Source: an optimization exercise on an open RTL-to-GDS flow (aim: small area). Production flows keep margins and buffers that such runs may drop. The RTL was checked by simulation tests, not by an equivalence proof against the original design. Power is estimated from default activity; no workload was simulated.

==> flow/design.v (excerpt) <==
module sid_top(
	output DAC_clk,
	output DAC_le,
	output DAC_dat_1,
	output DAC_dat_2,
	input [5:0] addr,
	input [7:0] bus_in,
	output reg [7:0] bus_out,
	input bus_cyc,
	input bus_we,
	input clk,
	input rst
);
reg [7:0] read_res;
always @(*) begin
	case(addr)
		default: read_res = 8'h00;
		0: read_res = freq_1[7:0];
		1: read_res = freq_1[15:8];
		2: read_res = pw_1[7:0];
		3: read_res = {4'h0, pw_1[11:8]};
		4: read_res = ctrl_1;
		5: read_res = atk_dec_1;
		6: read_res = sus_rel_1;
		7: read_res = freq_2[7:0];
		8: read_res = freq_2[15:8];
		9: read_res = pw_2[7:0];
		10: read_res = {4'h0, pw_2[11:8]};
		11: read_res = ctrl_2;
		12: read_res = atk_dec_2;
		13: read_res = sus_rel_2;
		14: read_res = freq_3[7:0];
		15: read_res = freq_3[15:8];
		16: read_res = pw_3[7:0];
		17: read_res = {4'h0, pw_3[11:8]};
		18: read_res = ctrl_3;
		19: read_res = atk_dec_3;
		20: read_res = sus_rel_3;
		21: read_res = {5'h00, fc[2:0]};
		22: read_res = fc[10:3];
		23: read_res = res_filt;
		24: read_res = mode_vol;
		25: read_res = {6'h20, clk_trg};
		27: read_res = sample_3[11:4];
		28: read_res = ch3_env;
	endcase
end
reg [15:0] freq_1;
reg [11:0] pw_1;
reg [7:0]  ctrl_1;
reg [7:0]  atk_dec_1;
reg [7:0]  sus_rel_1;
reg [15:0] freq_2;
reg [11:0] pw_2;
reg [7:0]  ctrl_2;
reg [7:0]  atk_dec_2;
reg [7:0]  sus_rel_2;
reg [15:0] freq_3;
reg [11:0] pw_3;
reg [7:0]  ctrl_3;
reg [7:0]  atk_dec_3;
reg [7:0]  sus_rel_3;
reg [10:0] fc;
reg [7:0]  res_filt;
reg [7:0]  mode_vol;
  ...
Size: ~5,300 cells after synthesis, ~30 I/O pins, roughly 0.046 mm^2 of cells after synthesis.
export LEC_CHECK = 0
export ABC_AREA = 1
export CAP_MARGIN = 20
export CORE_MARGIN = 2
export CORE_UTILIZATION = 60
export SLEW_MARGIN = 20
create_clock -name core_clock -period 15.0 [get_ports {clk}]
standard.sh (not shown) runs the stock make flow with config.mk's settings and CLKGATE_MAP_FILE= SYNTH_SCRIPT=/design/flow/synth_recipe.tcl, a recipe that flattens the netlist after the stock synthesis.
==> flow/flow/run.sh <==
#!/bin/bash
# The standard layout, with clock tree synthesis told not to add dummy loads
# (cells that only balance the clock tree) and to use small leaf buffers.
set -euo pipefail
export CTS_ARGS="-sink_clustering_enable -repair_clock_nets -dont_use_dummy_load -buf_list sky130_fd_sc_hd__clkbuf_4 -sink_clustering_size 9 -sink_clustering_max_diameter 45"
bash standard.sh > standard_flow.log 2>&1
The first run completed without violations.
==> next run, changes <==
==> flow/flow/run.sh (replaced) <==
#!/bin/bash
# The standard layout, with two changes:
# - clock tree synthesis adds no dummy loads (cells that only balance the clock
#   tree) and uses small leaf buffers;
# - the buffer that every input and output port gets is the smallest buffer cell
#   rather than a delay buffer (the resizer may still upsize it).
set -euo pipefail
export CTS_ARGS="-sink_clustering_enable -repair_clock_nets -dont_use_dummy_load -buf_list sky130_fd_sc_hd__clkbuf_4 -sink_clustering_size 9 -sink_clustering_max_diameter 45"
export BUFFER_PORTS_ARGS="-buffer_cell sky130_fd_sc_hd__buf_1"
bash standard.sh > standard_flow.log 2>&1
- CORE_UTILIZATION: 60 -> 40
First-iteration DRC count drops by about a fifth.
Routed wire length came out higher slightly.
Global-route usage decreases by 11 points.
==> next run, changes <==
==> flow/flow/run.sh (replaced) <==
#!/bin/bash
# The standard layout, with clock tree synthesis told not to add dummy loads
# (cells that only balance the clock tree) and to use small leaf buffers.
set -euo pipefail
export CTS_ARGS="-sink_clustering_enable -repair_clock_nets -dont_use_dummy_load -buf_list sky130_fd_sc_hd__clkbuf_4 -sink_clustering_size 10 -sink_clustering_max_diameter 50"
bash standard.sh > standard_flow.log 2>&1
- ABC_AREA: 1 -> default
=>
- first-iteration DRC count fell by 1.4%
- power fell by 2.5%
- sequential share of layout area drops by 0.28 points
- die area rises by 0.92%
- non-clock buffer count falls by 7
- clock power barely changes
- cell area rises by about 0.7%
- clock-buffer cell count is lower by 9
- worst hold slack is better by 0.035 ns
==> next run, changes <==
==> flow/flow/run.sh (replaced) <==
#!/bin/bash
# The standard layout, with clock tree synthesis told not to add dummy loads
# (cells that only balance the clock tree) and to use small leaf buffers.
set -euo pipefail
export CTS_ARGS="-sink_clustering_enable -repair_clock_nets -dont_use_dummy_load -buf_list sky130_fd_sc_hd__clkbuf_4 -sink_clustering_size 9 -sink_clustering_max_diameter 45"
bash standard.sh > standard_flow.log 2>&1
- ABC_AREA: default -> 1
Result: Critical path depth grows by 9; register-to-register slack gets better by 0.06 ns; fmax grows by about 0.4%; synthesized cell count grows by about 10%; via count grows by 5.0%.

==> what the ideal ports hide <==
Ports are ideal in the flow. The routed layouts listed here were re-timed in OpenROAD.
Step 1 sets driving cells, clkbuf_16 on the clock port and buf_2 on the other inputs (assumed; they add their load-dependent delay and slew).
Step 2 adds t to the input delays and takes it off the output delays; t is the mean of the earliest and latest rising clock arrival at the registers after step 1. Input paths then give back, and output paths get back, about the clock's delay inside the block.
Slacks: ideal / step 1 / step 2; pairs: ideal / step 1.
run	t, ns	setup slack, ns	clock arrival spread, ns
the first run	0.996	0.621 / 0.621 / 0.621	0.167 / 0.167
the second run	1.009	0.610 / 0.610 / 0.610	0.228 / 0.228
the third run	1.036	0.643 / 0.643 / 0.643	0.131 / 0.131
the fourth run	1.017	0.698 / 0.698 / 0.698	0.210 / 0.210
After both steps setup and hold are still met in every run listed.
